Background: an optimization exercise with open tools, aiming at small area and a short achievable clock period. Do not read the settings as production practice.
RTL that was checked went through simulation tests only; none was proved equivalent to the original.
The RTL of run 2 was laid out without a check of its function.

## flow/design.v (module list and top-level ports; edited modules follow where they fit)
// module convolution: 2589 lines
// module fa: 4 lines
module convolution (
    input clk,
    input rst,
    input signed [15:0] x_in,
    output signed [31:0] y_out,
    output signed [31:0] y_out_t
);
  // ...
==> flow/flow/run.sh <==
#!/bin/bash
# Standard ORFS layout, with repair_timing asked to keep a larger setup margin
# than the clock period needs, so that it works on the paths that set the
# achieved period.  Constraints (constraint.sdc) are unchanged.
set -euo pipefail
export SETUP_SLACK_MARGIN=10.8
bash standard.sh finish > standard_finish.log 2>&1
==> flow/standard.sh <==
#!/bin/bash
# synth_recipe.tcl (not shown) runs the flow's synth.tcl, then flattens the netlist and writes it again
# the make line also repeats each setting of config.mk as NAME=value (left out here)
make -C /OpenROAD-flow-scripts/flow DESIGN_CONFIG=/design/flow/config.mk WORK_HOME=/design/flow/orfs CLKGATE_MAP_FILE= SYNTH_SCRIPT=/design/flow/synth_recipe.tcl "${@:-finish}"
==> flow/config.mk <==
export PLATFORM = sky130hd
export DESIGN_NAME = convolution
export DESIGN_NICKNAME = convolution
export VERILOG_FILES = /design/flow/design.v
export SDC_FILE = /design/flow/constraint.sdc
export NUM_CORES = 4
export LEC_CHECK = 0
export CAP_MARGIN = 20
export CORE_MARGIN = 2
export CORE_UTILIZATION = 45
export CTS_CLUSTER_DIAMETER = 70
export CTS_CLUSTER_SIZE = 32
export SLEW_MARGIN = 20
export SYNTH_HIERARCHICAL = 1
==> flow/constraint.sdc <==
create_clock -name core_clock -period 15.0 [get_ports {clk}]
set_input_delay 3.0000 -clock core_clock [delete_from_list [all_inputs] [get_ports {clk}]]
set_output_delay 3.0000 -clock core_clock [all_outputs]
set_load 0.01 [all_outputs]
==> out/qor.yml, run 1 <==
wl_met3_microns: 3180
synth_top_area_share_pct: 45.3
min_to: "s24[12]"
netlist-cell-type-count: 62
grt_pass1_vias: 24533
crit_buf_inv: 2
top_layer: "met4"
multi_input_area_share_pct: 45.0
max-clock-path-buffers: 3
place_ws_ns: 8.09
synth_edf_count: 0
cap_violations: 0
nonClkBufAreaFrac_pct: 3.77
min_period_over_period_pct: 28.7
worstSkewPairLatency_ns: 0.65
top_regs: "rc x31, rs x31, y x31"
path_common_cell: "buf_6"
start_util_pct: 45.4
path_depth: 2
num-nonclk-buffers: 208
regArea_sq_mm: 0.0214
met1_length_microns: 41600
post_cts_buffers: 81
worstPathRequired_ns: 12.00
finalWorstSetupSlack_ns: 10.69
final_cell_mix: "fa_1, dfrtp_1, inv_1, ha_1, buf_4"
mostFrequentLayoutCell: "fa_1"
setup_viol: 0
status: "no timing/DRC/antenna violations"
==> inputs of run 2 (changes only) <==
--- a/flow/design.v
+++ b/flow/design.v
@@ -43,17 +43,17 @@
   reg [15:0] s35;
   reg [15:0] s36;
   reg [15:0] s37;
   reg [15:0] s38;
   reg [15:0] yt;
   reg [30:0] y;
   reg [24:0] v;
   reg [30:0] rs, rc;
-  reg ytc1, ytc2, ytc3;    
+  reg ytc1, ytc2;    
   reg zr0_0;
   reg zr0_1;
   reg zr1_0;
   reg zr1_1;
   reg zr2_0;
   reg zr2_1;
   reg zr3_0;
   reg zr3_1;
@@ -133,19 +133,18 @@
   reg zv18_1;
   reg zv19_0;
   reg zv19_1;
   reg zv20_0;
   reg zv20_1;
   reg zv21_0;
   reg zv21_1;
   wire valid = ~&x_in;
-  wire [15:0] xg = valid ? x_in : 16'd0;    
   assign y_out = {y[30], y};
-  assign y_out_t = {{5{ytc3}}, {5{ytc2}}, {4{ytc1}}, {2{yt[15]}}, yt};
+  assign y_out_t = {{5{ytc2}}, {6{ytc1}}, {5{yt[15]}}, yt};
   wire n0 = ~s0[0];
   wire n1 = ~s0[1];
   wire n2 = ~s0[2];
   wire n3 = ~s0[0];
   wire n4 = ~s0[3];
   wire n5 = ~s0[1];
   wire n6 = ~s0[4];
   wire n7 = ~s0[2];
@@ -2305,17 +2304,226 @@
   wire n2161, n2162;
   fa un2161 (zv21_1, n2154, n2159, n2161, n2162);
   wire n2163 = n2161 ^ n2156;
   wire n2164 = n2161 & n2156;
   wire n2165, n2166;
   fa un2165 (v[22], n2160, n2162, n2165, n2166);
   wire n2167 = ~v[23];
   wire n2168 = ~v[24];
-  wire [30:0] y_next = {n240, n234, n228, n222, n216, n210, n204, n203, n197, n191, n180, n172, n171, n156, n146, n136, n128, n120, n112, n104, n96, n88, n80, n72, n64, n56, n50, n44, n38, n35, n31} + {n245, n239, n233, n227, n221, n215, n209, n198, n192, n186, n185, n179, n164, n163, n155, n145, n135, n127, n119, n111, n103, n95, n87, n79, n71, n63, n55, n49, n43, n37, n33};
+  wire [30:0] y_next_a = {n240, n234, n228, n222, n216, n210, n204, n203, n197, n191, n180, n172, n171, n156, n146, n136, n128, n120, n112, n104, n96, n88, n80, n72, n64, n56, n50, n44, n38, n35, n31}, y_next_b = {n245, n239, n233, n227, n221, n215, n209, n198, n192, n186, n185, n179, n164, n163, n155, n145, n135, n127, n119, n111, n103, n95, n87, n79, n71, n63, n55, n49, n43, n37, n33};
+  wire [30:0] y_next_g = y_next_a & y_next_b, y_next_p = y_next_a ^ y_next_b;
+  wire y_next_G1_1 = y_next_g[1] | (y_next_p[1] & y_next_g[0]);
+  wire y_next_G1_3 = y_next_g[3] | (y_next_p[3] & y_next_g[2]);
+  wire y_next_P1_3 = y_next_p[3] & y_next_p[2];
+  wire y_next_G1_5 = y_next_g[5] | (y_next_p[5] & y_next_g[4]);
+  wire y_next_P1_5 = y_next_p[5] & y_next_p[4];
+  wire y_next_G1_7 = y_next_g[7] | (y_next_p[7] & y_next_g[6]);
+  wire y_next_P1_7 = y_next_p[7] & y_next_p[6];
+  wire y_next_G1_9 = y_next_g[9] | (y_next_p[9] & y_next_g[8]);
+  wire y_next_P1_9 = y_next_p[9] & y_next_p[8];
+  wire y_next_G1_11 = y_next_g[11] | (y_next_p[11] & y_next_g[10]);
+  wire y_next_P1_11 = y_next_p[11] & y_next_p[10];
+  wire y_next_G1_13 = y_next_g[13] | (y_next_p[13] & y_next_g[12]);
+  wire y_next_P1_13 = y_next_p[13] & y_next_p[12];
+  wire y_next_G1_15 = y_next_g[15] | (y_next_p[15] & y_next_g[14]);
+  wire y_next_P1_15 = y_next_p[15] & y_next_p[14];
+  wire y_next_G1_17 = y_next_g[17] | (y_next_p[17] & y_next_g[16]);
+  wire y_next_P1_17 = y_next_p[17] & y_next_p[16];
+  wire y_next_G1_19 = y_next_g[19] | (y_next_p[19] & y_next_g[18]);
+  wire y_next_P1_19 = y_next_p[19] & y_next_p[18];
+  wire y_next_G1_21 = y_next_g[21] | (y_next_p[21] & y_next_g[20]);
+  wire y_next_P1_21 = y_next_p[21] & y_next_p[20];
+  wire y_next_G1_23 = y_next_g[23] | (y_next_p[23] & y_next_g[22]);
+  wire y_next_P1_23 = y_next_p[23] & y_next_p[22];
+  wire y_next_G1_25 = y_next_g[25] | (y_next_p[25] & y_next_g[24]);
+  wire y_next_P1_25 = y_next_p[25] & y_next_p[24];
+  wire y_next_G1_27 = y_next_g[27] | (y_next_p[27] & y_next_g[26]);
+  wire y_next_P1_27 = y_next_p[27] & y_next_p[26];
+  wire y_next_G1_29 = y_next_g[29] | (y_next_p[29] & y_next_g[28]);
+  wire y_next_P1_29 = y_next_p[29] & y_next_p[28];
+  wire y_next_G2_2 = y_next_g[2] | (y_next_p[2] & y_next_G1_1);
+  wire y_next_G2_3 = y_next_G1_3 | (y_next_P1_3 & y_next_G1_1);
+  wire y_next_G2_6 = y_next_g[6] | (y_next_p[6] & y_next_G1_5);
+  wire y_next_P2_6 = y_next_p[6] & y_next_P1_5;
+  wire y_next_G2_7 = y_next_G1_7 | (y_next_P1_7 & y_next_G1_5);
+  wire y_next_P2_7 = y_next_P1_7 & y_next_P1_5;
+  wire y_next_G2_10 = y_next_g[10] | (y_next_p[10] & y_next_G1_9);
+  wire y_next_P2_10 = y_next_p[10] & y_next_P1_9;
+  wire y_next_G2_11 = y_next_G1_11 | (y_next_P1_11 & y_next_G1_9);
+  wire y_next_P2_11 = y_next_P1_11 & y_next_P1_9;
+  wire y_next_G2_14 = y_next_g[14] | (y_next_p[14] & y_next_G1_13);
+  wire y_next_P2_14 = y_next_p[14] & y_next_P1_13;
+  wire y_next_G2_15 = y_next_G1_15 | (y_next_P1_15 & y_next_G1_13);
+  wire y_next_P2_15 = y_next_P1_15 & y_next_P1_13;
+  wire y_next_G2_18 = y_next_g[18] | (y_next_p[18] & y_next_G1_17);
+  wire y_next_P2_18 = y_next_p[18] & y_next_P1_17;
+  wire y_next_G2_19 = y_next_G1_19 | (y_next_P1_19 & y_next_G1_17);
+  wire y_next_P2_19 = y_next_P1_19 & y_next_P1_17;
+  wire y_next_G2_22 = y_next_g[22] | (y_next_p[22] & y_next_G1_21);
+  wire y_next_P2_22 = y_next_p[22] & y_next_P1_21;
+  wire y_next_G2_23 = y_next_G1_23 | (y_next_P1_23 & y_next_G1_21);
+  wire y_next_P2_23 = y_next_P1_23 & y_next_P1_21;
+  wire y_next_G2_26 = y_next_g[26] | (y_next_p[26] & y_next_G1_25);
+  wire y_next_P2_26 = y_next_p[26] & y_next_P1_25;
+  wire y_next_G2_27 = y_next_G1_27 | (y_next_P1_27 & y_next_G1_25);
+  wire y_next_P2_27 = y_next_P1_27 & y_next_P1_25;
+  wire y_next_G2_30 = y_next_g[30] | (y_next_p[30] & y_next_G1_29);
+  wire y_next_P2_30 = y_next_p[30] & y_next_P1_29;
+  wire y_next_G4_4 = y_next_g[4] | (y_next_p[4] & y_next_G2_3);
+  wire y_next_G4_5 = y_next_G1_5 | (y_next_P1_5 & y_next_G2_3);
+  wire y_next_G4_6 = y_next_G2_6 | (y_next_P2_6 & y_next_G2_3);
+  wire y_next_G4_7 = y_next_G2_7 | (y_next_P2_7 & y_next_G2_3);
+  wire y_next_G4_12 = y_next_g[12] | (y_next_p[12] & y_next_G2_11);
+  wire y_next_P4_12 = y_next_p[12] & y_next_P2_11;
+  wire y_next_G4_13 = y_next_G1_13 | (y_next_P1_13 & y_next_G2_11);
+  wire y_next_P4_13 = y_next_P1_13 & y_next_P2_11;
+  wire y_next_G4_14 = y_next_G2_14 | (y_next_P2_14 & y_next_G2_11);
+  wire y_next_P4_14 = y_next_P2_14 & y_next_P2_11;
+  wire y_next_G4_15 = y_next_G2_15 | (y_next_P2_15 & y_next_G2_11);
+  wire y_next_P4_15 = y_next_P2_15 & y_next_P2_11;
+  wire y_next_G4_20 = y_next_g[20] | (y_next_p[20] & y_next_G2_19);
+  wire y_next_P4_20 = y_next_p[20] & y_next_P2_19;
+  wire y_next_G4_21 = y_next_G1_21 | (y_next_P1_21 & y_next_G2_19);
+  wire y_next_P4_21 = y_next_P1_21 & y_next_P2_19;
+  wire y_next_G4_22 = y_next_G2_22 | (y_next_P2_22 & y_next_G2_19);
+  wire y_next_P4_22 = y_next_P2_22 & y_next_P2_19;
+  wire y_next_G4_23 = y_next_G2_23 | (y_next_P2_23 & y_next_G2_19);
+  wire y_next_P4_23 = y_next_P2_23 & y_next_P2_19;
+  wire y_next_G4_28 = y_next_g[28] | (y_next_p[28] & y_next_G2_27);
+  wire y_next_P4_28 = y_next_p[28] & y_next_P2_27;
+  wire y_next_G4_29 = y_next_G1_29 | (y_next_P1_29 & y_next_G2_27);
+  wire y_next_P4_29 = y_next_P1_29 & y_next_P2_27;
+  wire y_next_G4_30 = y_next_G2_30 | (y_next_P2_30 & y_next_G2_27);
+  wire y_next_P4_30 = y_next_P2_30 & y_next_P2_27;
+  wire y_next_G8_8 = y_next_g[8] | (y_next_p[8] & y_next_G4_7);
+  wire y_next_G8_9 = y_next_G1_9 | (y_next_P1_9 & y_next_G4_7);
+  wire y_next_G8_10 = y_next_G2_10 | (y_next_P2_10 & y_next_G4_7);
+  wire y_next_G8_11 = y_next_G2_11 | (y_next_P2_11 & y_next_G4_7);
+  wire y_next_G8_12 = y_next_G4_12 | (y_next_P4_12 & y_next_G4_7);
+  wire y_next_G8_13 = y_next_G4_13 | (y_next_P4_13 & y_next_G4_7);
+  wire y_next_G8_14 = y_next_G4_14 | (y_next_P4_14 & y_next_G4_7);
+  wire y_next_G8_15 = y_next_G4_15 | (y_next_P4_15 & y_next_G4_7);
+  wire y_next_G8_24 = y_next_g[24] | (y_next_p[24] & y_next_G4_23);
+  wire y_next_P8_24 = y_next_p[24] & y_next_P4_23;
+  wire y_next_G8_25 = y_next_G1_25 | (y_next_P1_25 & y_next_G4_23);
+  wire y_next_P8_25 = y_next_P1_25 & y_next_P4_23;
+  wire y_next_G8_26 = y_next_G2_26 | (y_next_P2_26 & y_next_G4_23);
+  wire y_next_P8_26 = y_next_P2_26 & y_next_P4_23;
+  wire y_next_G8_27 = y_next_G2_27 | (y_next_P2_27 & y_next_G4_23);
+  wire y_next_P8_27 = y_next_P2_27 & y_next_P4_23;
+  wire y_next_G8_28 = y_next_G4_28 | (y_next_P4_28 & y_next_G4_23);
+  wire y_next_P8_28 = y_next_P4_28 & y_next_P4_23;
+  wire y_next_G8_29 = y_next_G4_29 | (y_next_P4_29 & y_next_G4_23);
+  wire y_next_P8_29 = y_next_P4_29 & y_next_P4_23;
+  wire y_next_G8_30 = y_next_G4_30 | (y_next_P4_30 & y_next_G4_23);
+  wire y_next_P8_30 = y_next_P4_30 & y_next_P4_23;
+  wire y_next_G16_16 = y_next_g[16] | (y_next_p[16] & y_next_G8_15);
+  wire y_next_G16_17 = y_next_G1_17 | (y_next_P1_17 & y_next_G8_15);
+  wire y_next_G16_18 = y_next_G2_18 | (y_next_P2_18 & y_next_G8_15);
+  wire y_next_G16_19 = y_next_G2_19 | (y_next_P2_19 & y_next_G8_15);
+  wire y_next_G16_20 = y_next_G4_20 | (y_next_P4_20 & y_next_G8_15);
+  wire y_next_G16_21 = y_next_G4_21 | (y_next_P4_21 & y_next_G8_15);
+  wire y_next_G16_22 = y_next_G4_22 | (y_next_P4_22 & y_next_G8_15);
+  wire y_next_G16_23 = y_next_G4_23 | (y_next_P4_23 & y_next_G8_15);
+  wire y_next_G16_24 = y_next_G8_24 | (y_next_P8_24 & y_next_G8_15);
+  wire y_next_G16_25 = y_next_G8_25 | (y_next_P8_25 & y_next_G8_15);
+  wire y_next_G16_26 = y_next_G8_26 | (y_next_P8_26 & y_next_G8_15);
+  wire y_next_G16_27 = y_next_G8_27 | (y_next_P8_27 & y_next_G8_15);
+  wire y_next_G16_28 = y_next_G8_28 | (y_next_P8_28 & y_next_G8_15);
+  wire y_next_G16_29 = y_next_G8_29 | (y_next_P8_29 & y_next_G8_15);
+  wire y_next_G16_30 = y_next_G8_30 | (y_next_P8_30 & y_next_G8_15);
+  wire [30:0] y_next = {y_next_p[30] ^ y_next_G16_29, y_next_p[29] ^ y_next_G16_28, y_next_p[28] ^ y_next_G16_27, y_next_p[27] ^ y_next_G16_26, y_next_p[26] ^ y_next_G16_25, y_next_p[25] ^ y_next_G16_24, y_next_p[24] ^ y_next_G16_23, y_next_p[23] ^ y_next_G16_22, y_next_p[22] ^ y_next_G16_21, y_next_p[21] ^ y_next_G16_20, y_next_p[20] ^ y_next_G16_19, y_next_p[19] ^ y_next_G16_18, y_next_p[18] ^ y_next_G16_17, y_next_p[17] ^ y_next_G16_16, y_next_p[16] ^ y_next_G8_15, y_next_p[15] ^ y_next_G8_14, y_next_p[14] ^ y_next_G8_13, y_next_p[13] ^ y_next_G8_12, y_next_p[12] ^ y_next_G8_11, y_next_p[11] ^ y_next_G8_10, y_next_p[10] ^ y_next_G8_9, y_next_p[9] ^ y_next_G8_8, y_next_p[8] ^ y_next_G4_7, y_next_p[7] ^ y_next_G4_6, y_next_p[6] ^ y_next_G4_5, y_next_p[5] ^ y_next_G4_4, y_next_p[4] ^ y_next_G2_3, y_next_p[3] ^ y_next_G2_2, y_next_p[2] ^ y_next_G1_1, y_next_p[1] ^ y_next_g[0], y_next_p[0]};
+  wire [24:0] v_next_a = {v[23], n2167, n2164, n2163, n2157, n2146, n2145, n2126, n2112, n2098, n2084, n2070, n2056, n2042, n2028, n2014, n2000, n1986, n1972, n1958, n1955, n1943, n1927, n1917, n1911}, v_next_b = {n2168, n2166, n2165, n2158, n2152, n2151, n2136, n2135, n2125, n2111, n2097, n2083, n2069, n2055, n2041, n2027, n2013, n1999, n1985, n1971, n1957, n1941, n1929, n1919, n1913};
+  wire [24:0] v_next_g = v_next_a & v_next_b, v_next_p = v_next_a ^ v_next_b;
+  wire v_next_G1_1 = v_next_g[1] | (v_next_p[1] & v_next_g[0]);
+  wire v_next_G1_3 = v_next_g[3] | (v_next_p[3] & v_next_g[2]);
+  wire v_next_P1_3 = v_next_p[3] & v_next_p[2];
+  wire v_next_G1_5 = v_next_g[5] | (v_next_p[5] & v_next_g[4]);
+  wire v_next_P1_5 = v_next_p[5] & v_next_p[4];
+  wire v_next_G1_7 = v_next_g[7] | (v_next_p[7] & v_next_g[6]);
+  wire v_next_P1_7 = v_next_p[7] & v_next_p[6];
+  wire v_next_G1_9 = v_next_g[9] | (v_next_p[9] & v_next_g[8]);
+  wire v_next_P1_9 = v_next_p[9] & v_next_p[8];
+  wire v_next_G1_11 = v_next_g[11] | (v_next_p[11] & v_next_g[10]);
+  wire v_next_P1_11 = v_next_p[11] & v_next_p[10];
+  wire v_next_G1_13 = v_next_g[13] | (v_next_p[13] & v_next_g[12]);
+  wire v_next_P1_13 = v_next_p[13] & v_next_p[12];
+  wire v_next_G1_15 = v_next_g[15] | (v_next_p[15] & v_next_g[14]);
+  wire v_next_P1_15 = v_next_p[15] & v_next_p[14];
+  wire v_next_G1_17 = v_next_g[17] | (v_next_p[17] & v_next_g[16]);
+  wire v_next_P1_17 = v_next_p[17] & v_next_p[16];
+  wire v_next_G1_19 = v_next_g[19] | (v_next_p[19] & v_next_g[18]);
+  wire v_next_P1_19 = v_next_p[19] & v_next_p[18];
+  wire v_next_G1_21 = v_next_g[21] | (v_next_p[21] & v_next_g[20]);
+  wire v_next_P1_21 = v_next_p[21] & v_next_p[20];
+  wire v_next_G1_23 = v_next_g[23] | (v_next_p[23] & v_next_g[22]);
+  wire v_next_P1_23 = v_next_p[23] & v_next_p[22];
+  wire v_next_G2_2 = v_next_g[2] | (v_next_p[2] & v_next_G1_1);
+  wire v_next_G2_3 = v_next_G1_3 | (v_next_P1_3 & v_next_G1_1);
+  wire v_next_G2_6 = v_next_g[6] | (v_next_p[6] & v_next_G1_5);
+  wire v_next_P2_6 = v_next_p[6] & v_next_P1_5;
+  wire v_next_G2_7 = v_next_G1_7 | (v_next_P1_7 & v_next_G1_5);
+  wire v_next_P2_7 = v_next_P1_7 & v_next_P1_5;
+  wire v_next_G2_10 = v_next_g[10] | (v_next_p[10] & v_next_G1_9);
+  wire v_next_P2_10 = v_next_p[10] & v_next_P1_9;
+  wire v_next_G2_11 = v_next_G1_11 | (v_next_P1_11 & v_next_G1_9);
+  wire v_next_P2_11 = v_next_P1_11 & v_next_P1_9;
+  wire v_next_G2_14 = v_next_g[14] | (v_next_p[14] & v_next_G1_13);
+  wire v_next_P2_14 = v_next_p[14] & v_next_P1_13;
+  wire v_next_G2_15 = v_next_G1_15 | (v_next_P1_15 & v_next_G1_13);
+  wire v_next_P2_15 = v_next_P1_15 & v_next_P1_13;
+  wire v_next_G2_18 = v_next_g[18] | (v_next_p[18] & v_next_G1_17);
+  wire v_next_P2_18 = v_next_p[18] & v_next_P1_17;
+  wire v_next_G2_19 = v_next_G1_19 | (v_next_P1_19 & v_next_G1_17);
+  wire v_next_P2_19 = v_next_P1_19 & v_next_P1_17;
+  wire v_next_G2_22 = v_next_g[22] | (v_next_p[22] & v_next_G1_21);
+  wire v_next_P2_22 = v_next_p[22] & v_next_P1_21;
+  wire v_next_G2_23 = v_next_G1_23 | (v_next_P1_23 & v_next_G1_21);
+  wire v_next_P2_23 = v_next_P1_23 & v_next_P1_21;
+  wire v_next_G4_4 = v_next_g[4] | (v_next_p[4] & v_next_G2_3);
+  wire v_next_G4_5 = v_next_G1_5 | (v_next_P1_5 & v_next_G2_3);
+  wire v_next_G4_6 = v_next_G2_6 | (v_next_P2_6 & v_next_G2_3);
+  wire v_next_G4_7 = v_next_G2_7 | (v_next_P2_7 & v_next_G2_3);
+  wire v_next_G4_12 = v_next_g[12] | (v_next_p[12] & v_next_G2_11);
+  wire v_next_P4_12 = v_next_p[12] & v_next_P2_11;
+  wire v_next_G4_13 = v_next_G1_13 | (v_next_P1_13 & v_next_G2_11);
+  wire v_next_P4_13 = v_next_P1_13 & v_next_P2_11;
+  wire v_next_G4_14 = v_next_G2_14 | (v_next_P2_14 & v_next_G2_11);
+  wire v_next_P4_14 = v_next_P2_14 & v_next_P2_11;
+  wire v_next_G4_15 = v_next_G2_15 | (v_next_P2_15 & v_next_G2_11);
+  wire v_next_P4_15 = v_next_P2_15 & v_next_P2_11;
+  wire v_next_G4_20 = v_next_g[20] | (v_next_p[20] & v_next_G2_19);
+  wire v_next_P4_20 = v_next_p[20] & v_next_P2_19;
+  wire v_next_G4_21 = v_next_G1_21 | (v_next_P1_21 & v_next_G2_19);
+  wire v_next_P4_21 = v_next_P1_21 & v_next_P2_19;
+  wire v_next_G4_22 = v_next_G2_22 | (v_next_P2_22 & v_next_G2_19);
+  wire v_next_P4_22 = v_next_P2_22 & v_next_P2_19;
+  wire v_next_G4_23 = v_next_G2_23 | (v_next_P2_23 & v_next_G2_19);
+  wire v_next_P4_23 = v_next_P2_23 & v_next_P2_19;
+  wire v_next_G8_8 = v_next_g[8] | (v_next_p[8] & v_next_G4_7);
+  wire v_next_G8_9 = v_next_G1_9 | (v_next_P1_9 & v_next_G4_7);
+  wire v_next_G8_10 = v_next_G2_10 | (v_next_P2_10 & v_next_G4_7);
+  wire v_next_G8_11 = v_next_G2_11 | (v_next_P2_11 & v_next_G4_7);
+  wire v_next_G8_12 = v_next_G4_12 | (v_next_P4_12 & v_next_G4_7);
+  wire v_next_G8_13 = v_next_G4_13 | (v_next_P4_13 & v_next_G4_7);
+  wire v_next_G8_14 = v_next_G4_14 | (v_next_P4_14 & v_next_G4_7);
+  wire v_next_G8_15 = v_next_G4_15 | (v_next_P4_15 & v_next_G4_7);
+  wire v_next_G8_24 = v_next_g[24] | (v_next_p[24] & v_next_G4_23);
+  wire v_next_P8_24 = v_next_p[24] & v_next_P4_23;
+  wire v_next_G16_16 = v_next_g[16] | (v_next_p[16] & v_next_G8_15);
+  wire v_next_G16_17 = v_next_G1_17 | (v_next_P1_17 & v_next_G8_15);
+  wire v_next_G16_18 = v_next_G2_18 | (v_next_P2_18 & v_next_G8_15);
+  wire v_next_G16_19 = v_next_G2_19 | (v_next_P2_19 & v_next_G8_15);
+  wire v_next_G16_20 = v_next_G4_20 | (v_next_P4_20 & v_next_G8_15);
+  wire v_next_G16_21 = v_next_G4_21 | (v_next_P4_21 & v_next_G8_15);
+  wire v_next_G16_22 = v_next_G4_22 | (v_next_P4_22 & v_next_G8_15);
+  wire v_next_G16_23 = v_next_G4_23 | (v_next_P4_23 & v_next_G8_15);
+  wire v_next_G16_24 = v_next_G8_24 | (v_next_P8_24 & v_next_G8_15);
+  wire [24:0] v_next = {v_next_p[24] ^ v_next_G16_23, v_next_p[23] ^ v_next_G16_22, v_next_p[22] ^ v_next_G16_21, v_next_p[21] ^ v_next_G16_20, v_next_p[20] ^ v_next_G16_19, v_next_p[19] ^ v_next_G16_18, v_next_p[18] ^ v_next_G16_17, v_next_p[17] ^ v_next_G16_16, v_next_p[16] ^ v_next_G8_15, v_next_p[15] ^ v_next_G8_14, v_next_p[14] ^ v_next_G8_13, v_next_p[13] ^ v_next_G8_12, v_next_p[12] ^ v_next_G8_11, v_next_p[11] ^ v_next_G8_10, v_next_p[10] ^ v_next_G8_9, v_next_p[9] ^ v_next_G8_8, v_next_p[8] ^ v_next_G4_7, v_next_p[7] ^ v_next_G4_6, v_next_p[6] ^ v_next_G4_5, v_next_p[5] ^ v_next_G4_4, v_next_p[4] ^ v_next_G2_3, v_next_p[3] ^ v_next_G2_2, v_next_p[2] ^ v_next_G1_1, v_next_p[1] ^ v_next_g[0], v_next_p[0]};
   always @(posedge clk, posedge rst) begin
     if (rst) begin
       s0 <= 16'd0;
       s1 <= 16'd0;
       s2 <= 16'd0;
       s3 <= 16'd0;
       s4 <= 16'd0;
       s5 <= 16'd0;
@@ -2350,17 +2558,16 @@
       s34 <= 16'd0;
       s35 <= 16'd0;
       s36 <= 16'd0;
       s37 <= 16'd0;
       s38 <= 16'd0;
       yt <= 16'd0;
       ytc1 <= 1'b0;
       ytc2 <= 1'b0;
-      ytc3 <= 1'b0;
       y <= 31'd0;
       rs <= 31'd0;
       rc <= 31'd0;
       v <= 25'd0;
       zr0_0 <= 1'b0;
       zr0_1 <= 1'b0;
       zr1_0 <= 1'b0;
       zr1_1 <= 1'b0;
@@ -2444,17 +2651,17 @@
       zv18_1 <= 1'b0;
       zv19_0 <= 1'b0;
       zv19_1 <= 1'b1;
       zv20_0 <= 1'b0;
       zv20_1 <= 1'b1;
       zv21_0 <= 1'b1;
       zv21_1 <= 1'b0;
     end else begin
-      s0 <= xg;
+      s0 <= valid ? x_in : 16'd0;
       s1 <= s0;
       s2 <= s1;
       s3 <= s2;
       s4 <= s3;
       s5 <= s4;
       s6 <= s5;
       s7 <= s6;
       s8 <= s7;
@@ -2486,19 +2693,18 @@
       s34 <= s33;
       s35 <= s34;
       s36 <= s35;
       s37 <= s36;
       s38 <= s37;
       if (valid) yt <= s0;
       ytc1 <= valid ? s0[15] : yt[15];
       ytc2 <= valid ? s0[15] : ytc1;
-      ytc3 <= valid ? s0[15] : ytc2;
       y <= y_next;
-      v <= {v[23], n2167, n2164, n2163, n2157, n2146, n2145, n2126, n2112, n2098, n2084, n2070, n2056, n2042, n2028, n2014, n2000, n1986, n1972, n1958, n1955, n1943, n1927, n1917, n1911} + {n2168, n2166, n2165, n2158, n2152, n2151, n2136, n2135, n2125, n2111, n2097, n2083, n2069, n2055, n2041, n2027, n2013, n1999, n1985, n1971, n1957, n1941, n1929, n1919, n1913};
+      v <= v_next;
       rs <= {n1452, n1448, n1444, n1440, n1439, n1435, n1431, n1427, n1421, n1415, n1392, n1376, n1375, n1338, n1312, n1311, n1256, n1230, n1204, n1178, n1152, n1126, n1100, n1074, n1071, n1045, n1021, n995, n973, n955, n899};
       rc <= {n1455, n1451, n1447, n1443, n1436, n1432, n1428, n1422, n1416, n1406, n1405, n1391, n1358, n1357, n1337, n1282, n1281, n1255, n1229, n1203, n1177, n1151, n1125, n1099, n1073, n1047, n1019, n997, n975, n957, n945};
       zr0_0 <= n446;
       zr0_1 <= n448;
       zr1_0 <= n456;
       zr1_1 <= n458;
       zr2_0 <= n470;
       zr2_1 <= n472;
==> flow/config.mk (replaced) <==
export PLATFORM = sky130hd
export DESIGN_NAME = convolution
export DESIGN_NICKNAME = convolution
export VERILOG_FILES = /design/flow/design.v
export SDC_FILE = /design/flow/constraint.sdc
export NUM_CORES = 4
export LEC_CHECK = 0
export CAP_MARGIN = 20
export CORE_MARGIN = 2
export CORE_UTILIZATION = 40
export CTS_CLUSTER_DIAMETER = 80
export CTS_CLUSTER_SIZE = 28
export SLEW_MARGIN = 20
export SYNTH_HIERARCHICAL = 1
==> run 2 against run 1 <==
Count of clock-buffer cells in the layout grew 7. Global-route usage fell by 2.4 points. Die area up 10%. Area after synthesis shrank 1.8%. Via count shrank 5.8%. Register-to-register slack worse by 0.19 ns. Fmax shrank 2.8%. Clock skew is 0.0011 ns higher. Critical endpoint is now v[14].
==> out/qor.yml, run 2 <==
gp_congestion: 0.825  # was 0.858
synth_edf_count: 0  # unchanged
syn_to_final_growth_pct: 13.6  # was 12.8%
grt_max_degree: 176  # was 92
grt_pass1_wl_microns: 149000  # was 154000 microns
netlist-cell-type-count: 50  # was 62
path_cells: "buf_12 > fa_1 > fa_1 > fa_1 > fa_1 > ha_4 > o211ai_1 > o21ai_4 > buf_6 > o21ai_4 > a21oi_2 > o21a_2 > o21a_1 > nor2_2 > xnor2_2"  # was buf_6 > buf_6
synth_flop_cell: "dfrtp_1"  # unchanged
max_freq_mhz: 226  # was 232 MHz
hold_violations: 0  # unchanged
fill_cells: 9221  # was 8100
start_util_pct: 40.3  # was 45.4%
hold_path_class: "flop to flop"  # unchanged
postSynthAreaPerCell_sq_um: 18.0  # was 17.3 sq um
drtPass1Iterations: 5  # was 7
seq_area_frac_synth_pct: 48.5  # was 47.7%
dpl.hpwl_microns: 73100  # was 77500 microns
grt_antenna_before_repair: 0  # was 2
setup_tns_ns: 0  # unchanged
grt_pass1_vias: 23779  # was 24533
n_antenna_cell: 0  # was 1
arrival_ns: 4.95  # was 1.31 ns
status: "no timing/DRC/antenna violations"  # unchanged
htree_levels: 2  # unchanged
worst_pin_slew_ns: 0.828  # was 0.642 ns
cts-buffers-inserted: 41  # was 47
crit_buf_inv: 2  # unchanged
crit_type: "flop to flop"  # was flop to output pin
slowest_delay_ns: 0.54  # was 0.43 ns
worstSkewPairLatency_ns: 0.63  # was 0.65 ns
die_w_microns: 335  # was 319 microns
io_buffers: 81  # unchanged
clk_pin_slew_worst_paths_ns: 0.11  # was 0.12 ns
max-clock-path-buffers: 3  # unchanged
final_antenna_net_count: 0  # unchanged
yosys-top-cells-area: "dfrtp_1, fa_1, ha_1"  # unchanged
worstPathRequired_ns: 15.51  # was 12.00 ns
ys_ff_latch: 848  # was 849
layout.nets: 3749  # was 3865
via_per_inst: 4.62  # was 4.91
rsz0062_at_grt: "true"  # unchanged
rows: 121  # was 115
setup_viol: 0  # unchanged
die_h_microns: 335  # was 319 microns
start_kind: "flop"  # unchanged
post_drt_wl_per_cell_microns: 22.7  # was 23.5 microns
crit_family: "adder cells"  # was flip-flops
path_common_cell: "fa_1"  # was buf_6
synthTopCellsByCount: "fa_1, dfrtp_1, inv_1"  # unchanged
synthCells: 2435  # was 2589
cap_violations: 0  # unchanged
clock_sinks: 848  # was 849
syn_nets: 3494  # was 3642
final_cell_mix: "fa_1, dfrtp_1, inv_1, buf_4, ha_1"  # was fa_1, dfrtp_1, inv_1, ha_1, buf_4
top_regs: "rc x31, rs x31, y x31"  # unchanged
routed_wl_microns: 93700  # was 97300 microns
vias: 19132  # was 20305
drive_gt1_share_pct: 18.4  # was 15.9%
cp_max_fo: 4  # was 5
slew_violations: 0  # unchanged
cp-end-kind: "flop"  # was output pin
regArea_sq_mm: 0.0213  # was 0.0214 sq mm
grt_remaining_overflow: 0  # unchanged
fin_skew_ns: 0.0300  # was 0.0290 ns
die_area_sq_mm: 0.112  # was 0.102 sq mm
grtUsageTotal_pct: 18.0  # was 20.5%
ctsHoldBuffers: 0  # unchanged
cts_root_buffer: "clkbuf_16"  # unchanged
synth_most_common_cell: "fa_1"  # unchanged
core_sq_mm: 0.109  # was 0.0984 sq mm
ios: 82  # unchanged
relSlewSlack_pct: 44.8  # was 57.2%
drt-initial-drc-count: 985  # was 1133
multiInputGateArea_sq_mm: 0.0222  # was 0.0227 sq mm
synth_largest_area_cell: "dfrtp_1"  # unchanged
async_reset_ff_share_pct: 100  # unchanged
yosys_warnings: 7  # unchanged
min_period_over_period_pct: 29.6  # was 28.7%
slowest_stage: "fa_1"  # was dfrtp_2
tritoncts: "yes"  # unchanged
fin_crit_ns: 4.43  # was 4.31 ns
mostFrequentLayoutCell: "fa_1"  # unchanged
synth_top_area_share_pct: 46.0  # was 45.3%
netlist_area_sq_mm: 0.0439  # was 0.0447 sq mm
route.detailed.drc: 0  # unchanged
[run 2: changes by cell type in the layout (fill, tap and decap cells not counted), moves of 18 or more]
cell,previous run,this run
nand2_1,61,28
fa_1,858,833
o21ai_0,37,19
buf_6,25,47
a21oi_1,36,12
fa_2,35,68
[run 2: path summary, 6_finish.rpt]
path	slack, ns	startpoint	end	cells past startpoint
setup / recovery	10.57	s0[3]	v[14]	15
hold / removal	0.34	s3[9]	s4[9]	0
setup reg to reg	10.57	s0[3]	v[14]	15
hold reg to reg	0.34	s3[9]	s4[9]	0
max in group asynchronous	10.97	rst	zv16_0	5
min in group asynchronous	2.87	rst	s17[6]	3
[run 2: worst register-to-register path: cells and delay by family (launching register included)]
family          cells  cell delay [ns]
fa+ha+maj           5             2.24
xor+xnor            1             0.14
compound gates      6             1.06
flops               1             0.52
simple gates        1             0.07
buf+inv             2             0.31
[run 2: area by class of cell]
cell class	count	share of cell area (%)
inverters	278	2.13
flip-flops and latches	848	42.8
well taps	1414	3.55
clock buffers	60	2.31
multi-input cells	1287	44.5
repair buffers	234	4.29
clock inverters	16	0.424
[run 2: cell families (layout without fill, tap and decap cells)]
family                   Yosys count  count (layout)  share of synthesized area [%]
adder cells (fa/ha/maj)         1041            1041                           45.1
flip-flops                       848             848                           48.5
buffers and inverters            300             588                           2.71
AND/OR/NAND/NOR                  102             102                           1.17
AO/OA/AOI/OAI                     99              99                           1.62
XOR/XNOR                          45              45                          0.898
[run 2: what timing repair did]
item | CTS | global route
resized for setup | 445 | 77
setup buffers | 105 | 36
endpoints found under the setup margin | 716 | 158
cloned | 4 | 1
pin swaps | 66 | 64
[run 2: routing by layer]
layer / track usage (%) / vias to the layer above / part of all wire [%]
met5: 0 / - / 0
met4: 3.60 / 0 / 1.9
met3: 2.25 / 83 / 2.8
met2: 31.1 / 204 / 54
met1: 24.7 / 10912 / 42
li1: - / 7933 / -
[run 2: through the flow]
| step | setup slack (ns) | instance area (sq um) | std cells | util [%] | hold WS, ns |
|---|---|---|---|---|---|
| floorplan | 0.381 | 43900 | 2435 | - | 0.331 |
| global placement | 8.73 | 46400 | 3915 | 42.6 | 0.335 |
| detailed placement | 8.57 | 46400 | 3915 | 42.6 | 0.335 |
| CTS | 10.56 | 49200 | 4100 | 45.2 | 0.343 |
| global route | 10.44 | 49800 | 4137 | 45.8 | 0.362 |
| finish | 10.57 | 49800 | 4137 | 45.8 | 0.343 |
[run 2: per-module statistics from Yosys (local to each module, per instance)]
module / times used / flip-flops and latches / cells inside
fa: 891 / 0 / 1
convolution: 1 / 848 / 1544

-- what the ideal ports hide --
How much do the figures lean on ideal ports? The routed layouts below were timed once more, with nothing changed but the port constraints.
Step 1: set_driving_cell puts a clkbuf_16 on clk and a buf_2 on each other input, an assumption about the parent block.
Step 2 times the ports against the registers' clock, not the clock port: input delays grow and output delays shrink by t, the midpoint of the rising clock arrivals with the driver on.
Slacks: ideal ports / drivers / drivers and shift; pairs: ideal ports / drivers.
run	shift t [ns]	slack for setup (ns)	clock arrival spread, ns	pins driven straight from the clock port
run 1	0.697	10.691 / 10.626 / 10.253	0.031 / 0.031	1
run 2	0.686	10.567 / 10.554 / 10.310	0.039 / 0.039	1
After both steps every run listed still meets setup and hold. The setup slack of run 1, which loses most, moves by -0.065 ns with the drivers and by -0.438 ns with both steps. The worst setup slack also covers recovery checks on asynchronous resets.
